From an optimization exercise on the open Yosys and OpenROAD flow, aimed at small area; shortcuts taken in it are not production practice. Only simulation tests tie the RTL to the original design; equivalence was not proved.

==> run a: inputs <==
## CPS_v3
module CPS_v3
(	 
	input wire  			rst_i, clk_i,
	output reg  			vld_mem_o,
	input wire [383:0] 	doutb_bram12_i,
	input wire 				vld_i,
	input wire 				en_read_i,
	output reg 				rdy_o,
	output reg [6:0] 		addrb_bram12_o,
	input 					empty_i,
	output reg 				full_o,
	output reg 				wea_bram3_o,
	output reg [6:0] 		addra_bram3_o,
	output wire [383:0] 	dina_bram3_o,
	input [26:0] 			element_struct,
	input 					video_ACK_i);
==> module CPS_v3, before the edit <==
module CPS_v3
(	 
	input wire  			rst_i, clk_i,
	output reg  			vld_mem_o,
	input wire [383:0] 	doutb_bram12_i,
	input wire 				vld_i,
	input wire 				en_read_i,
	output reg 				rdy_o,
	output reg [6:0] 		addrb_bram12_o,
	input 					empty_i,
	output reg 				full_o,
	output reg 				wea_bram3_o,
	output reg [6:0] 		addra_bram3_o,
	output wire [383:0] 	dina_bram3_o,
	input [26:0] 			element_struct,
	input 					video_ACK_i);
	reg						read;
	reg						full_counter, start_counter;
	reg						write_counter;
	reg [127:0]				W, Y, Z;
	always @(negedge clk_i or posedge rst_i)
	begin
		if(rst_i)
		begin
			addrb_bram12_o	<= 0;
			rdy_o			<= 1'b1;
			read			<= 0;
		end
		else if( video_ACK_i )
		begin
			if( en_read_i )
			begin
				if( vld_i )
				begin
					rdy_o			<= 0;
					addrb_bram12_o	<= 0;
					read			<= 1'b1;
				end
				else
				begin
					rdy_o	<= 1'b1;
					if( addrb_bram12_o != 7'd127 )
						addrb_bram12_o	<= addrb_bram12_o + 1'b1;
					else
						read	<= 0;
				end
			end
			else
			begin
				addrb_bram12_o	<= 0;
				rdy_o			<= 1'b1;
				read			<= 1'b0;
			end
		end
	end
	wire [389:0] prow  = {3'b000, doutb_bram12_i, 3'b000};
	wire [389:0] prown = ~prow;
	wire [26:0]  e_n   = ~element_struct;
	wire c2   = (element_struct[8:0]  == 9'd0);
	wire c12  = (element_struct[17:0] == 18'd0);
	wire c012 = (element_struct       == 27'd0);
	wire load = read && addrb_bram12_o != 7'd0 && addrb_bram12_o != 7'd127;
	wire ld_n  = ~(video_ACK_i & load);
	wire hold  = ~video_ACK_i;
	wire clr   = video_ACK_i & ~load;
	wire w_clr = clr & c2;
	wire y_clr = clr & c12;
	wire z_clr = clr & c012;
	wire [127:0] W_d, Y_d, Z_d;
	genvar g;
	generate
		for (g = 0; g < 128; g = g + 1)
		begin : col
			CPS_v3_col #(.EDGE(g == 0 ? 1 : g == 127 ? 2 : 0)) u_col (
				.p(prow[3*g+8:3*g]), .pn(prown[3*g+8:3*g]),
				.e(element_struct), .en(e_n),
				.ld_n(ld_n), .hold(hold),
				.w(W[g]), .w_clr(w_clr),
				.y(Y[g]), .y_clr(y_clr),
				.z(Z[g]), .z_clr(z_clr),
				.w_d(W_d[g]), .y_d(Y_d[g]), .z_d(Z_d[g]));
		end
	endgenerate
	always @(posedge clk_i or posedge rst_i)
	begin
		if(rst_i)
			write_counter	<= 0;
		else if( video_ACK_i )
			write_counter	<= load;
	end
	always @(posedge clk_i)
	begin
		W	<= W_d;
		Y	<= Y_d;
		Z	<= Z_d;
	end
	generate
		for (g = 0; g < 128; g = g + 1)
		begin : outp
			assign dina_bram3_o[3*g+2:3*g] = Z[g] ? element_struct[14:12] : 3'b111;
		end
	endgenerate
	always @(negedge clk_i or posedge rst_i)
	begin
		if(rst_i)
		begin
			addra_bram3_o	<= 0;
			wea_bram3_o		<= 0;
			full_o			<= 0;
			full_counter	<= 0;
			start_counter	<= 0;
			vld_mem_o		<= 0;
		end
		else if( video_ACK_i )
		begin
			if( ~empty_i )
			begin
				full_o			<= 0;
				addra_bram3_o	<= 0;
				start_counter	<= 0;
				full_counter	<= 0;
			end
			else
			begin
				if( addra_bram3_o == 7'd125 ) start_counter <= 1'b1;
				if( start_counter )
				begin
					if( full_counter )
					begin
						full_o		<= 1'b1;
						vld_mem_o	<= 1'b1;
					end
					else
						full_counter	<= 1'b1;
				end
				else
				begin
					full_o			<= 1'b0;
					full_counter	<= 0;
				end
			end
			wea_bram3_o	<= write_counter;
			if( write_counter )
				addra_bram3_o	<= addra_bram3_o + 1'b1;
		end
	end
endmodule
==> module CPS_v3_col, before the edit <==
module CPS_v3_col
#(
	parameter EDGE = 0
)
(
	input  [8:0]  p, pn,
	input  [26:0] e, en,
	input        ld_n, hold,
	input        w, w_clr,
	input        y, y_clr,
	input        z, z_clr,
	output       w_d, y_d, z_d);
	localparam [26:0] OUT = EDGE == 1 ? {3{9'b000_000_111}} : EDGE == 2 ? {3{9'b111_000_000}} : 27'd0;
	wire [26:0] pp  = {p, p, p};
	wire [26:0] ppn = {pn, pn, pn};
	wire [26:0] lit = ((e | ppn) & (en | pp) & ~OUT) | (~e & OUT);
	wire m0 = &lit[26:18];
	wire m1 = &lit[17:9];
	wire m2 = &lit[8:0];
	wire ld = ~ld_n;
	assign w_d = (ld & m2)     | (hold & w) | w_clr;
	assign y_d = (ld & m1 & w) | (hold & y) | y_clr;
	assign z_d = (ld & m0 & y) | (hold & z) | z_clr;
endmodule
==> flow/config.mk <==
export PLATFORM = sky130hd
export DESIGN_NAME = CPS_v3
export DESIGN_NICKNAME = CPS_v3
export VERILOG_FILES = /design/flow/design.v
export SDC_FILE = /design/flow/constraint.sdc
export NUM_CORES = 4
export LEC_CHECK = 0
export CAP_MARGIN = 10
export CELL_PAD_IN_SITES_DETAIL_PLACEMENT = 1
export CELL_PAD_IN_SITES_GLOBAL_PLACEMENT = 1
export CORE_MARGIN = 2
export CORE_UTILIZATION = 40
export CTS_BUF_LIST = sky130_fd_sc_hd__clkbuf_8
export CTS_CLUSTER_DIAMETER = 80
export CTS_CLUSTER_SIZE = 14
export PLACE_DENSITY = 0.6
export SLEW_MARGIN = 10
export SYNTH_HIERARCHICAL = 1
export SYNTH_MINIMUM_KEEP_SIZE = 0
==> flow/constraint.sdc <==
create_clock -name core_clock -period 10.0 [get_ports {clk_i}]
set_input_delay 2.0000 -clock core_clock [delete_from_list [all_inputs] [get_ports {clk_i}]]
set_output_delay 2.0000 -clock core_clock [all_outputs]
set_load 0.01 [all_outputs]
standard.sh (not shown) runs the stock make flow with config.mk's settings and CLKGATE_MAP_FILE= SYNTH_SCRIPT=/design/flow/synth_recipe.tcl, a recipe that flattens the netlist after the stock synthesis.
==> flow/flow/run.sh <==
#!/bin/bash
# Standard ORFS layout, except:
#  - the column matcher CPS_v3_col is read as a hand-mapped gate-level module
#    (flow/col_gates.v, same function as the RTL module) instead of being
#    mapped by ABC; all registers stay in the top module and go through the
#    standard synthesis unchanged;
#  - the port buffers that global placement puts on every input and output
#    use the smallest buffer cell (buf_1);
set -euo pipefail
python3 flow/swap_col.py design.v flow/col_gates.v design_mapped.v > swap_col.log 2>&1
export BUFFER_PORTS_ARGS="-buffer_cell sky130_fd_sc_hd__buf_1"
export CTS_ARGS="-sink_clustering_enable -repair_clock_nets -buf_list sky130_fd_sc_hd__clkbuf_8 -sink_clustering_size 14 -sink_clustering_max_diameter 80 -dont_use_dummy_load"
bash standard.sh VERILOG_FILES="$PWD/design_mapped.v" finish > standard_flow.log 2>&1
==> flow/flow/col_gates.v <==
// Gate-level CPS_v3_col for sky130hd: one o22ai per compared bit (its output
// is high on a mismatch), NOR4/NOR2 trees, and a NAND/AOI stage that merges
// the load, hold and clear terms. Same function as CPS_v3_col in the RTL,
// including its EDGE parameter.
module CPS_v3_col
#(
	parameter EDGE = 0
)
(
	input  [8:0]  p, pn,
	input  [26:0] e, en,
	input        ld_n, hold,
	input        w, w_clr,
	input        y, y_clr,
	input        z, z_clr,
	output       w_d, y_d, z_d);

	wire [26:0] pp  = {p, p, p};
	wire [26:0] ppn = {pn, pn, pn};
	wire [26:0] x;
	genvar k;
	generate
		for (k = 0; k < 27; k = k + 1)
		begin : lit
			// a window pixel outside the row is 0: its bits mismatch where e is 1
			if ((EDGE == 1 && k % 9 < 3) || (EDGE == 2 && k % 9 >= 6))
			begin : out
				assign x[k] = e[k];
			end
			else
			begin : in
				sky130_fd_sc_hd__o22ai_1 u_x (.A1(e[k]), .A2(ppn[k]), .B1(en[k]), .B2(pp[k]), .Y(x[k]));
			end
		end
	endgenerate

	wire [2:0] a, b, c, g, h;
	wire [2:0] hq = {z, y, w};
	wire [2:0] hc = {z_clr, y_clr, w_clr};
	wire [2:0] o;
	generate
		for (k = 0; k < 3; k = k + 1)
		begin : row
			sky130_fd_sc_hd__nor4_1 u_a (.A(x[9*k+0]), .B(x[9*k+1]), .C(x[9*k+2]), .D(x[9*k+3]), .Y(a[k]));
			sky130_fd_sc_hd__nor4_1 u_b (.A(x[9*k+4]), .B(x[9*k+5]), .C(x[9*k+6]), .D(x[9*k+7]), .Y(b[k]));
			sky130_fd_sc_hd__nor2_1 u_c (.A(x[9*k+8]), .B(ld_n), .Y(c[k]));
			sky130_fd_sc_hd__a21oi_1 u_h (.A1(hold), .A2(hq[k]), .B1(hc[k]), .Y(h[k]));
			sky130_fd_sc_hd__nand2_1 u_o (.A(g[k]), .B(h[k]), .Y(o[k]));
		end
	endgenerate
	sky130_fd_sc_hd__nand3_1 u_g0 (.A(a[0]), .B(b[0]), .C(c[0]), .Y(g[0]));
	sky130_fd_sc_hd__nand4_1 u_g1 (.A(a[1]), .B(b[1]), .C(c[1]), .D(w), .Y(g[1]));
	sky130_fd_sc_hd__nand4_1 u_g2 (.A(a[2]), .B(b[2]), .C(c[2]), .D(y), .Y(g[2]));
	assign w_d = o[0];
	assign y_d = o[1];
	assign z_d = o[2];
endmodule
==> flow/flow/swap_col.py <==
# Writes design_mapped.v: design.v with the RTL module CPS_v3_col replaced by
# the gate-level CPS_v3_col in flow/col_gates.v.
import re, sys
src = open(sys.argv[1]).read()
gates = open(sys.argv[2]).read()
m = re.search(r'^module CPS_v3_col\b.*?^endmodule\b', src, re.S | re.M)
if not m:
    sys.exit('CPS_v3_col not found in ' + sys.argv[1])
open(sys.argv[3], 'w').write(src[:m.start()] + src[m.end():] + '\n' + gates)
==> inputs of run b, as changes to run a <==
==> flow/design.v (replaced) <==
module CPS_v3
(	 
	input wire  			rst_i, clk_i,
	output reg  			vld_mem_o,
	input wire [383:0] 	doutb_bram12_i,
	input wire 				vld_i,
	input wire 				en_read_i,
	output reg 				rdy_o,
	output reg [6:0] 		addrb_bram12_o,
	input 					empty_i,
	output reg 				full_o,
	output reg 				wea_bram3_o,
	output reg [6:0] 		addra_bram3_o,
	output wire [383:0] 	dina_bram3_o,
	input [26:0] 			element_struct,
	input 					video_ACK_i);
	reg						read;
	reg						full_counter, start_counter;
	reg						write_counter;
	reg						clr_q;
	reg [127:0]				W, Y, Z;
	always @(negedge clk_i or posedge rst_i)
	begin
		if(rst_i)
		begin
			addrb_bram12_o	<= 0;
			rdy_o			<= 1'b1;
			read			<= 0;
		end
		else if( video_ACK_i )
		begin
			if( en_read_i )
			begin
				if( vld_i )
				begin
					rdy_o			<= 0;
					addrb_bram12_o	<= 0;
					read			<= 1'b1;
				end
				else
				begin
					rdy_o	<= 1'b1;
					if( addrb_bram12_o != 7'd127 )
						addrb_bram12_o	<= addrb_bram12_o + 1'b1;
					else
						read	<= 0;
				end
			end
			else
			begin
				addrb_bram12_o	<= 0;
				rdy_o			<= 1'b1;
				read			<= 1'b0;
			end
		end
	end
	wire [389:0] prow = {3'b000, doutb_bram12_i, 3'b000};
	wire [127:0] m0, m1, m2;
	genvar g;
	generate
		for (g = 0; g < 128; g = g + 1)
		begin : col
			assign m0[g] = (prow[3*g+8:3*g] == element_struct[26:18]);
			assign m1[g] = (prow[3*g+8:3*g] == element_struct[17:9]);
			assign m2[g] = (prow[3*g+8:3*g] == element_struct[8:0]);
		end
	endgenerate
	wire c2   = (element_struct[8:0]  == 9'd0);
	wire c12  = (element_struct[17:0] == 18'd0);
	wire c012 = (element_struct       == 27'd0);
	wire [127:0] W_eff = clr_q ? {128{c2}}   : W;
	wire [127:0] Y_eff = clr_q ? {128{c12}}  : Y;
	wire [127:0] Z_eff = clr_q ? {128{c012}} : Z;
	wire load = read && addrb_bram12_o != 7'd0 && addrb_bram12_o != 7'd127;
	always @(posedge clk_i or posedge rst_i)
	begin
		if(rst_i)
			write_counter	<= 0;
		else if( video_ACK_i )
			write_counter	<= load;
	end
	always @(posedge clk_i)
	begin
		if( video_ACK_i )
		begin
			clr_q	<= ~load;
			if( load )
			begin
				W	<= m2;
				Y	<= m1 & W_eff;
				Z	<= m0 & Y_eff;
			end
		end
	end
	generate
		for (g = 0; g < 128; g = g + 1)
		begin : outp
			assign dina_bram3_o[3*g+2:3*g] = Z_eff[g] ? element_struct[14:12] : 3'b111;
		end
	endgenerate
	always @(negedge clk_i or posedge rst_i)
	begin
		if(rst_i)
		begin
			addra_bram3_o	<= 0;
			wea_bram3_o		<= 0;
			full_o			<= 0;
			full_counter	<= 0;
			start_counter	<= 0;
			vld_mem_o		<= 0;
		end
		else if( video_ACK_i )
		begin
			if( ~empty_i )
			begin
				full_o			<= 0;
				addra_bram3_o	<= 0;
				start_counter	<= 0;
				full_counter	<= 0;
			end
			else
			begin
				if( addra_bram3_o == 7'd125 ) start_counter <= 1'b1;
				if( start_counter )
				begin
					if( full_counter )
					begin
						full_o		<= 1'b1;
						vld_mem_o	<= 1'b1;
					end
					else
						full_counter	<= 1'b1;
				end
				else
				begin
					full_o			<= 1'b0;
					full_counter	<= 0;
				end
			end
			wea_bram3_o	<= write_counter;
			if( write_counter )
				addra_bram3_o	<= addra_bram3_o + 1'b1;
		end
	end
endmodule
==> flow/run.sh (new file) <==
#!/bin/bash
# synth_recipe.tcl (not shown) runs the flow's synth.tcl, then flattens the netlist and writes it again
# the make line also repeats each setting of config.mk as NAME=value (left out here)
make -C /OpenROAD-flow-scripts/flow DESIGN_CONFIG=/design/flow/config.mk WORK_HOME=/design/flow/orfs CLKGATE_MAP_FILE= SYNTH_SCRIPT=/design/flow/synth_recipe.tcl finish
==> flow/config.mk (replaced) <==
export PLATFORM = sky130hd
export DESIGN_NAME = CPS_v3
export DESIGN_NICKNAME = CPS_v3
export VERILOG_FILES = /design/flow/design.v
export SDC_FILE = /design/flow/constraint.sdc
export NUM_CORES = 4
export LEC_CHECK = 0
export CAP_MARGIN = 20
export CORE_MARGIN = 2
export CORE_UTILIZATION = 40
export PLACE_DENSITY = 0.6
export SLEW_MARGIN = 20
removed: flow/flow/run.sh
removed: flow/flow/col_gates.v
removed: flow/flow/swap_col.py
removed: flow/standard.sh
==> flow_summary.toml <==
[setup_path]
critical_path.top_delay_family = "buffers and inverters"
startpoint = "addrb_bram12_o[2]"

[floorplanning]
dieArea_um2 = 145100

[global_routing]
use_met3_pct = 6.432
use_met1_pct = 42.39

[final_layout]
stdcell_count = 8687
area_growth_pct = 17.92
final_common_cell = "xnor2_1"
fillers = 13480

[placement]
placed_area_um2 = 64860

[power_and_ir_drop]
internal_power_mw = 4.513

[detailed_routing]
first_iter_violations = 5364
routed-wl-met3_um = 23360

[timing]
finClkSkew_ns = 0.05069

[run_status]
status = "no timing/DRC/antenna violations"

[cts]
cts_buffers = 59
the above is filed under run b

==> flow_summary.toml <==
[floorplanning]
dieArea_um2 = 116200

[setup_path]
critical_path.top_delay_family = "flip-flops"
startpoint = "addrb_bram12_o[5]"

[power_and_ir_drop]
comb_power_mw = 2.62

[cts]
cts_buffers = 49

[final_layout]
area_growth_pct = 15.71
final_common_cell = "o22ai_1"
multi_input_area_share_pct = 67.51
stdcell_count = 9646
layout.nets = 8467
fillers = 15600

[global_routing]
use_met3_pct = 31.96
use_met1_pct = 69.74

[detailed_routing]
first_iter_violations = 22060
routed-wl-met3_um = 70660

[run_status]
status = "no timing/DRC/antenna violations"

[timing]
finClkSkew_ns = 0.1352
the above is filed under run a

